This is an optimization exercise on Yosys and OpenROAD, whose aim is small area, not a production implementation.
Only simulation tests tie the RTL to the original design; equivalence was not proved.
The clock port is modelled as an ideal driver, which makes a skipped or thinned clock tree look cheaper than it is; a real chip needs a root buffer or a tree.
Power figures rest on the tool's default switching activity, not on a simulated workload.

Design vending_machine, start of the top module:
module vending_machine(
    input CLK,
    input RESET,
    input RELOAD,
    input CARD_IN,
    input [3:0] ITEM_CODE,
    input KEY_PRESS,
    input VALID_TRAN,
    input DOOR_OPEN,
    output VEND,
    output INVALID_SEL,
    output [2:0] COST,
    output FAILED_TRAN
    );
	localparam RST = 4'd0, IDLE = 4'd1, RELOADING = 4'd2, AD0 = 4'd3, AD1 = 4'd4,
	           WT0 = 4'd5, WT1 = 4'd6, CV = 4'd7, INV = 4'd8, AV = 4'd9, WTR = 4'd10,
	           TF = 4'd11, VS = 4'd12, WV = 4'd13, OD = 4'd14;
	reg [3:0] S, NS;
	reg tstart;
	reg [1:0] tc;
	reg cnt;
	reg h;
	reg [3:0] dd;
	reg ld1, ld2;
	reg [6:0] pr [0:9];
	wire valid = ~(dd[3] & (dd[2] | dd[1]));
	reg [9:0] sel;
	reg [6:0] cur;
	integer j;
	always @(*) begin
		cur = 7'd0;
		for (j = 0; j < 10; j = j + 1) begin
			sel[j] = (dd == j);
			cur = cur | (pr[j] & {7{sel[j]}});
		end
	end
	wire nz = h ? (cur >= 7'd11) : (cur % 7'd11 != 7'd0);
	wire t2 = (tc == 2'd2);
	always @(*) begin
  ...
==> flow/config.mk <==
export PLATFORM = sky130hd
export DESIGN_NAME = vending_machine
export DESIGN_NICKNAME = vending_machine
export VERILOG_FILES = /design/flow/design.v
export SDC_FILE = /design/flow/constraint.sdc
export NUM_CORES = 4
export LEC_CHECK = 0
export CAP_MARGIN = 20
export CORE_MARGIN = 2
export CORE_UTILIZATION = 40
export SLEW_MARGIN = 20
==> flow/constraint.sdc <==
create_clock -name core_clock -period 10.0 [get_ports {CLK}]
set_input_delay 2.0000 -clock core_clock [delete_from_list [all_inputs] [get_ports {CLK}]]
set_output_delay 2.0000 -clock core_clock [all_outputs]
set_load 0.01 [all_outputs]
standard.sh (not shown) runs the stock make flow with config.mk's settings and CLKGATE_MAP_FILE= SYNTH_SCRIPT=/design/flow/synth_recipe.tcl, a recipe that flattens the netlist after the stock synthesis.
==> flow/flow/run.sh <==
#!/bin/bash
# Layout flow: the standard ORFS flow, except that the combinational logic
# is mapped with an area-oriented ABC script (flow/area.abc, loaded by
# flow/synth.tcl, which is synth_recipe.tcl with that one change), adders are
# left to ABC, ports are buffered with buf_1 and the clock tree uses small
# buffers. Each tool's output goes to the ORFS logs under orfs/logs and to
# make.log in this folder.
set -euo pipefail
W=$(pwd)
CTS_BUFS="sky130_fd_sc_hd__clkbuf_8"
export MY_ABC_SCRIPT=$W/flow/area.abc
ARGS=(
  -C "$FLOW_HOME"
  DESIGN_CONFIG="$FLOW_CONFIG"
  WORK_HOME="$W/orfs"
  CLKGATE_MAP_FILE=
  ADDER_MAP_FILE=
  SYNTH_SCRIPT="$W/flow/synth.tcl"
  CAP_MARGIN=20 SLEW_MARGIN=20 CORE_MARGIN=2
  CORE_UTILIZATION="${U:-45}"
  BUFFER_PORTS_ARGS="-buffer_cell sky130_fd_sc_hd__buf_1"
  GPL_TIMING_DRIVEN=0
  CTS_ARGS="-sink_clustering_enable -repair_clock_nets -dont_use_dummy_load -buf_list $CTS_BUFS -sink_clustering_size 25 -sink_clustering_max_diameter 200"
)
make "${ARGS[@]}" finish > "$W/make.log" 2>&1
R=$W/orfs/results/$FLOW_PLATFORM/vending_machine/base
: # left out here: write the final layout as DEF
==> flow/flow/area.abc <==
strash
&get -n
&deepsyn -T 30
&put
dch
map -a
topo
==> flow/flow/synth.tcl <==
proc synth {args} { yosys synth -nofsm -noshare {*}$args }
proc abc {args} {
  set i [lsearch -exact $args -script]
  if { $i >= 0 && [info exists ::env(MY_ABC_SCRIPT)] } {
    set args [lreplace $args [expr {$i + 1}] [expr {$i + 1}] $::env(MY_ABC_SCRIPT)]
  }
  yosys abc {*}$args
}
source $::env(SCRIPTS_DIR)/synth.tcl
# left out here: clear keep_hierarchy, flatten, clean up, hide names made inside functions, write 1_2_yosys.v
==> next run, changes <==
--- a/flow/flow/run.sh
+++ b/flow/flow/run.sh
@@ -18,8 +18,8 @@
   SYNTH_SCRIPT="$W/flow/synth.tcl"
   CAP_MARGIN=20 SLEW_MARGIN=20 CORE_MARGIN=2
-  CORE_UTILIZATION="${U:-45}"
+  CORE_UTILIZATION=65 PLACE_DENSITY=0.75
   BUFFER_PORTS_ARGS="-buffer_cell sky130_fd_sc_hd__buf_1"
   GPL_TIMING_DRIVEN=0
-  CTS_ARGS="-sink_clustering_enable -repair_clock_nets -dont_use_dummy_load -buf_list $CTS_BUFS -sink_clustering_size 25 -sink_clustering_max_diameter 200"
+  CTS_ARGS="-sink_clustering_enable -repair_clock_nets -dont_use_dummy_load -buf_list sky130_fd_sc_hd__clkbuf_8"
 )
 make "${ARGS[@]}" finish > "$W/make.log" 2>&1
What happened:
- The new run finished with timing, DRC and antenna clean
- setup slack gains 52 ps
- utilization grows by 21 points
- count of clock-buffer cells in the layout does not change
==> next run, changes <==
--- a/flow/flow/run.sh
+++ b/flow/flow/run.sh
@@ -18,8 +18,8 @@
   SYNTH_SCRIPT="$W/flow/synth.tcl"
   CAP_MARGIN=20 SLEW_MARGIN=20 CORE_MARGIN=2
-  CORE_UTILIZATION=65 PLACE_DENSITY=0.75
+  CORE_UTILIZATION="${U:-45}"
   BUFFER_PORTS_ARGS="-buffer_cell sky130_fd_sc_hd__buf_1"
   GPL_TIMING_DRIVEN=0
-  CTS_ARGS="-sink_clustering_enable -repair_clock_nets -dont_use_dummy_load -buf_list sky130_fd_sc_hd__clkbuf_8"
+  CTS_ARGS="-sink_clustering_enable -repair_clock_nets -dont_use_dummy_load -root_buf sky130_fd_sc_hd__clkbuf_8 -buf_list sky130_fd_sc_hd__clkbuf_16 -sink_clustering_size 40 -sink_clustering_max_diameter 300"
 )
 make "${ARGS[@]}" finish > "$W/make.log" 2>&1
What happened:
- core utilization falls by 21 points
- synthesized cell count stays the same
- via count goes down by 1.6%
- fmax came out lower by about 1%
- count of clock-buffer cells in the layout does not change
- power rises by 1.0%
- area after synthesis stays the same
- final area increases by about 1.1%
- global-route usage goes down by 7.2 points
- routed wire length went up by about 6.4%
==> next run, changes <==
--- a/flow/flow/run.sh
+++ b/flow/flow/run.sh
@@ -18,8 +18,8 @@
   SYNTH_SCRIPT="$W/flow/synth.tcl"
   CAP_MARGIN=20 SLEW_MARGIN=20 CORE_MARGIN=2
-  CORE_UTILIZATION="${U:-45}"
+  CORE_UTILIZATION=65 PLACE_DENSITY=0.75
   BUFFER_PORTS_ARGS="-buffer_cell sky130_fd_sc_hd__buf_1"
   GPL_TIMING_DRIVEN=0
-  CTS_ARGS="-sink_clustering_enable -repair_clock_nets -dont_use_dummy_load -root_buf sky130_fd_sc_hd__clkbuf_8 -buf_list sky130_fd_sc_hd__clkbuf_16 -sink_clustering_size 40 -sink_clustering_max_diameter 300"
+  CTS_ARGS="-repair_clock_nets -dont_use_dummy_load -buf_list sky130_fd_sc_hd__clkbuf_8"
 )
 make "${ARGS[@]}" finish > "$W/make.log" 2>&1
Result: Wire length goes down by about 6%. Area after synthesis is unchanged. Sequential share of layout area is higher by 0.67 points. Hold slack stays flat. Global-route usage went up by 7.2 points. Worst setup slack gets better by 52 ps. Die area drops by about 30%. Total power fell by 1.0%. First-iteration DRC count came out higher by about 14%.

== P ==
The RTL this note starts from:
==> flow/design.v <==
`timescale 1ns / 1ps
module vending_machine(
    input CLK,
    input RESET,
    input RELOAD,
    input CARD_IN,
    input [3:0] ITEM_CODE,
    input KEY_PRESS,
    input VALID_TRAN,
    input DOOR_OPEN,
    output VEND,
    output INVALID_SEL,
    output [2:0] COST,
    output FAILED_TRAN
    );
	localparam RST = 4'd0, IDLE = 4'd1, RELOADING = 4'd2, AD0 = 4'd3, AD1 = 4'd4,
	           WT0 = 4'd5, WT1 = 4'd6, CV = 4'd7, INV = 4'd8, AV = 4'd9, WTR = 4'd10,
	           TF = 4'd11, VS = 4'd12, WV = 4'd13, OD = 4'd14;
	reg [3:0] S, NS;
	reg tstart;
	reg [1:0] tc;
	reg cnt;
	reg h;
	reg [3:0] dd;
	reg ld1, ld2;
	reg [6:0] pr [0:9];
	wire valid = ~(dd[3] & (dd[2] | dd[1]));
	reg [9:0] sel;
	reg [6:0] cur;
	integer j;
	always @(*) begin
		cur = 7'd0;
		for (j = 0; j < 10; j = j + 1) begin
			sel[j] = (dd == j);
			cur = cur | (pr[j] & {7{sel[j]}});
		end
	end
	wire nz = h ? (cur >= 7'd11) : (cur % 7'd11 != 7'd0);
	wire t2 = (tc == 2'd2);
	always @(*) begin
		NS = S; cnt = 1'b0; ld1 = 1'b0; ld2 = 1'b0;
		case (S)
			RST: NS = IDLE;
			IDLE: NS = RELOAD ? RELOADING : CARD_IN ? AD0 : IDLE;
			RELOADING: NS = IDLE;
			AD0: begin
				cnt = 1'b1;
				if (KEY_PRESS) begin ld1 = 1'b1; NS = AD1; end
				else NS = WT0;
			end
			AD1: begin
				if (KEY_PRESS) begin ld2 = 1'b1; NS = CV; end
				else begin NS = WT1; cnt = 1'b1; end
			end
			WT0: begin
				if (t2) NS = INV;
				else if (KEY_PRESS) begin ld1 = 1'b1; NS = AD1; end
				else cnt = 1'b1;
			end
			WT1: begin
				if (t2) NS = INV;
				else if (KEY_PRESS) begin ld2 = 1'b1; NS = CV; end
				else cnt = 1'b1;
			end
			CV: NS = (valid && nz) ? AV : INV;
			INV: NS = IDLE;
			AV: begin
				if (VALID_TRAN) NS = VS;
				else begin NS = WTR; cnt = 1'b1; end
			end
			WTR: begin
				if (t2) NS = TF;
				else if (VALID_TRAN) NS = VS;
				else cnt = 1'b1;
			end
			TF: NS = IDLE;
			VS: begin
				if (DOOR_OPEN) NS = OD;
				else begin NS = WV; cnt = 1'b1; end
			end
			WV: begin
				if (t2) NS = IDLE;
				else if (DOOR_OPEN) NS = OD;
				else cnt = 1'b1;
			end
			OD: NS = DOOR_OPEN ? OD : IDLE;
			default: NS = IDLE;
		endcase
	end
	always @(posedge CLK) begin
		if (RESET) begin
			S <= RST; tstart <= 1'b0; tc <= 2'd0;
		end else begin
			S <= NS;
			tstart <= (S == AD0 || S == AD1 || S == AV || S == VS) && !tstart;
			if (tstart) tc <= 2'd0;
			else if (cnt) tc <= tc + 2'd1;
		end
	end
	always @(posedge CLK) begin
		if (ld1) begin
			h <= ITEM_CODE[0];
			dd <= {4{|ITEM_CODE[3:1]}};
		end else if (ld2)
			dd <= dd | ITEM_CODE;
	end
	wire st_rst = (S == RST), st_rel = (S == RELOADING), st_vs = (S == VS);
	wire [6:0] bus = st_rst ? 7'd0 : st_rel ? 7'd120 : cur - (h ? 7'd11 : 7'd1);
	integer i;
	always @(posedge CLK) begin
		for (i = 0; i < 10; i = i + 1)
			if (st_rst || st_rel || (st_vs && sel[i])) pr[i] <= bus;
	end
	wire active = (S == AV) || (S == WTR) || (S == TF) || (S == VS) || (S == WV) || (S == OD);
	assign VEND = (S == VS) || (S == WV) || (S == OD);
	assign INVALID_SEL = (S == INV);
	assign FAILED_TRAN = (S == TF);
	reg [2:0] cls;
	always @(*) begin
		case ({h, dd})
			5'h00, 5'h01, 5'h02, 5'h03: cls = 3'd1;
			5'h04, 5'h05, 5'h06, 5'h07: cls = 3'd2;
			5'h08, 5'h09, 5'h10, 5'h11: cls = 3'd3;
			5'h12, 5'h13, 5'h14, 5'h15: cls = 3'd4;
			5'h16, 5'h17: cls = 3'd5;
			default: cls = 3'd6;
		endcase
	end
	assign COST = active ? cls : 3'd0;
endmodule
export LEC_CHECK = 0
export CAP_MARGIN = 20
export CORE_MARGIN = 2
export CORE_UTILIZATION = 40
export SLEW_MARGIN = 20
create_clock -name core_clock -period 10.0 [get_ports {CLK}]
==> flow/flow/run.sh <==
#!/bin/bash
# Layout flow: the standard ORFS flow, except that
# - the combinational logic is mapped with area-oriented ABC scripts
#   (flow/area*.abc, run by flow/synth.tcl, which keeps the smallest result
#   and is otherwise synth_recipe.tcl), and adders are left to ABC;
# - ports are buffered with buf_1 and resizing aims at the library limits;
# - the clock tree is built by flow/cts_hook.tcl: one clkbuf_2 root and five
#   clkbuf_8 leaves over k-means clusters of the flip-flops.
# Each tool's output goes to the ORFS logs under orfs/logs and to make.log
# and write_def.log in this folder.
set -euo pipefail
W=$(pwd)
export MY_ABC_SCRIPTS="$W/flow/area1.abc $W/flow/area2.abc $W/flow/area3.abc $W/flow/area4.abc"
export CTS_NLEAF=5 CTS_LEAF_BUF=sky130_fd_sc_hd__clkbuf_8 CTS_ROOT_BUF=sky130_fd_sc_hd__clkbuf_2
ARGS=(
  -C "$FLOW_HOME"
  DESIGN_CONFIG="$FLOW_CONFIG"
  WORK_HOME="$W/orfs"
  CLKGATE_MAP_FILE=
  ADDER_MAP_FILE=
  SYNTH_SCRIPT="$W/flow/synth.tcl"
  CAP_MARGIN=0 SLEW_MARGIN=0 CORE_MARGIN=2
  CORE_UTILIZATION=65 PLACE_DENSITY=0.75
  BUFFER_PORTS_ARGS="-buffer_cell sky130_fd_sc_hd__buf_1"
  GPL_TIMING_DRIVEN=0
  PRE_CTS_TCL="$W/flow/cts_hook.tcl"
)
make "${ARGS[@]}" finish > "$W/make.log" 2>&1
R=$W/orfs/results/$FLOW_PLATFORM/vending_machine/base
: # left out here: write the final layout as DEF
==> flow/flow/area1.abc <==
strash
&get -n
&deepsyn -J 500 -T 240 -S 3
&dch
&nf -R 1000
&put
topo
==> flow/flow/area2.abc <==
strash
&get -n
&deepsyn -J 500 -T 240 -S 6
&dch
&nf -R 1000
&put
topo
==> flow/flow/area3.abc <==
strash
&get -n
&deepsyn -J 500 -T 240 -S 7
&dch
&nf -R 1000
&put
topo
==> flow/flow/area4.abc <==
strash
&get -n
&deepsyn -J 500 -T 240 -S 4
&dch
&nf -R 1000
&put
topo
==> flow/flow/synth.tcl <==
proc synth {args} { yosys synth -nofsm -noshare {*}$args }
# Map the combinational logic with each ABC script in MY_ABC_SCRIPTS and keep
# the smallest result. Everything else is synth_recipe.tcl unchanged.
proc abc {args} {
  set i [lsearch -exact $args -script]
  if { $i < 0 || ![info exists ::env(MY_ABC_SCRIPTS)] } {
    yosys abc {*}$args
    return
  }
  yosys design -save pre_abc
  set besta 1e18
  foreach scr $::env(MY_ABC_SCRIPTS) {
    yosys design -load pre_abc
    yosys abc {*}[lreplace $args [expr {$i + 1}] [expr {$i + 1}] $scr]
    set st [tee -q -s result.string stat {*}$::lib_args]
    if { ![regexp {Chip area for module[^:]*:\s*([0-9.]+)} $st -> area] } { error "no area for $scr" }
    puts "ABC script $scr: area $area"
    if { $area < $besta } {
      set besta $area
      yosys design -save best_abc
    }
  }
  puts "ABC best area $besta"
  yosys design -load best_abc
}
source $::env(SCRIPTS_DIR)/synth.tcl
# left out here: clear keep_hierarchy, flatten, clean up, hide names made inside functions, write 1_2_yosys.v
Other scripts of this flow, unchanged in this note and not shown: flow/flow/cts_hook.tcl
No stage failed in P, and the final checks on the layout all came back clean.
Inputs modified between P and Q:
--- a/flow/flow/run.sh
+++ b/flow/flow/run.sh
@@ -22,2 +22,2 @@
-  CAP_MARGIN=0 SLEW_MARGIN=0 CORE_MARGIN=2
-  CORE_UTILIZATION=65 PLACE_DENSITY=0.75
+  CAP_MARGIN=10 SLEW_MARGIN=10 CORE_MARGIN=2
+  CORE_UTILIZATION=75 PLACE_DENSITY=0.85
--- a/flow/flow/area1.abc
+++ b/flow/flow/area1.abc
@@ -5 +5 @@
-&nf -R 1000
+&nf -R 1000 -C 32 -F 8 -A 4
--- a/flow/flow/area2.abc
+++ b/flow/flow/area2.abc
@@ -5 +5 @@
-&nf -R 1000
+&nf -R 1000 -C 32 -F 8 -A 4
==> flow/flow/area3.abc <==
strash
&get -n
&deepsyn -J 500 -T 240 -S 4
&dch
&nf -R 1000 -C 32 -F 8 -A 4
&put
topo
==> flow/flow/area4.abc <==
strash
&get -n
&deepsyn -J 500 -T 240 -S 7
&dch
&nf -R 1000 -C 32 -F 8 -A 4
&put
topo
--- a/flow/flow/synth.tcl
+++ b/flow/flow/synth.tcl
@@ -8,0 +9,4 @@
+  }
+  # weak x0 cells whose x1 version has the same area are left out
+  foreach c {a21boi_0 and2_0 o21ai_0 o311ai_0 or2_0} {
+    lappend args -dont_use sky130_fd_sc_hd__$c
--- outcome ---
[Q vs P] layout overhead on the synthesized area: higher in Q. In the tables for Q and P, global-route wire length before repair reads lower with P. Q: PASS, flow complete, no timing, DRC or antenna violations. met3 track demand over resource in global routing, Q and P, lower one = P.
Inputs modified between Q and R:
--- a/flow/flow/run.sh
+++ b/flow/flow/run.sh
@@ -22,2 +22,2 @@
-  CAP_MARGIN=10 SLEW_MARGIN=10 CORE_MARGIN=2
-  CORE_UTILIZATION=75 PLACE_DENSITY=0.85
+  CAP_MARGIN=0 SLEW_MARGIN=0 CORE_MARGIN=2
+  CORE_UTILIZATION=65 PLACE_DENSITY=0.75
==> comparison <==
- Q -> R: post-synth net total delta 0, exact match
- The power in the clock group on R is in line with that on Q.
- R had finished all stages when the layout checks came back failing, citing capacitance limit, slew limit.
- Re number of synthesized flops with an enable pin: no difference whatsoever between Q and R.
- In the tables for Q and R, register-to-register slack reads lower with R.
- Leakage power figure was higher in the run labelled R.
- Hold slack on R is up relative to Q.
No run of this note takes its clock network from TritonCTS; it comes from the design's own scripts or RTL.

what the ideal ports hide:
Ports are ideal in the flow. The routed layouts listed here were re-timed in OpenROAD. Step 1: set_driving_cell puts a clkbuf_16 on CLK and a buf_2 on each other input, an assumption about the parent block. Step 2 times the ports against the registers' clock, not the clock port: input delays grow and output delays shrink by t, the midpoint of the rising clock arrivals with the driver on. Three values: ideal, step 1, step 2; two values: the first two.
| run | shift t [ns] | slack for setup (ns) | slew at the worst register clock pin (ns) |
|---|---|---|---|
| the first run of note 1 | 0.373 | 5.078 / 5.078 / 5.078 | 0.09 / 0.09 |
| the second run of note 1 | 0.371 | 5.129 / 5.129 / 5.129 | 0.09 / 0.09 |
| the third run of note 1 | 0.373 | 5.078 / 5.078 / 5.078 | 0.09 / 0.09 |
| the fourth run of note 1 | 0.371 | 5.129 / 5.129 / 5.129 | 0.09 / 0.09 |
| P | 0.474 | 5.675 / 5.675 / 5.675 | 0.10 / 0.10 |
| Q | 0.512 | 5.245 / 5.245 / 5.245 | 0.10 / 0.10 |
| R | 0.481 | 5.136 / 5.136 / 5.136 | 0.10 / 0.10 |
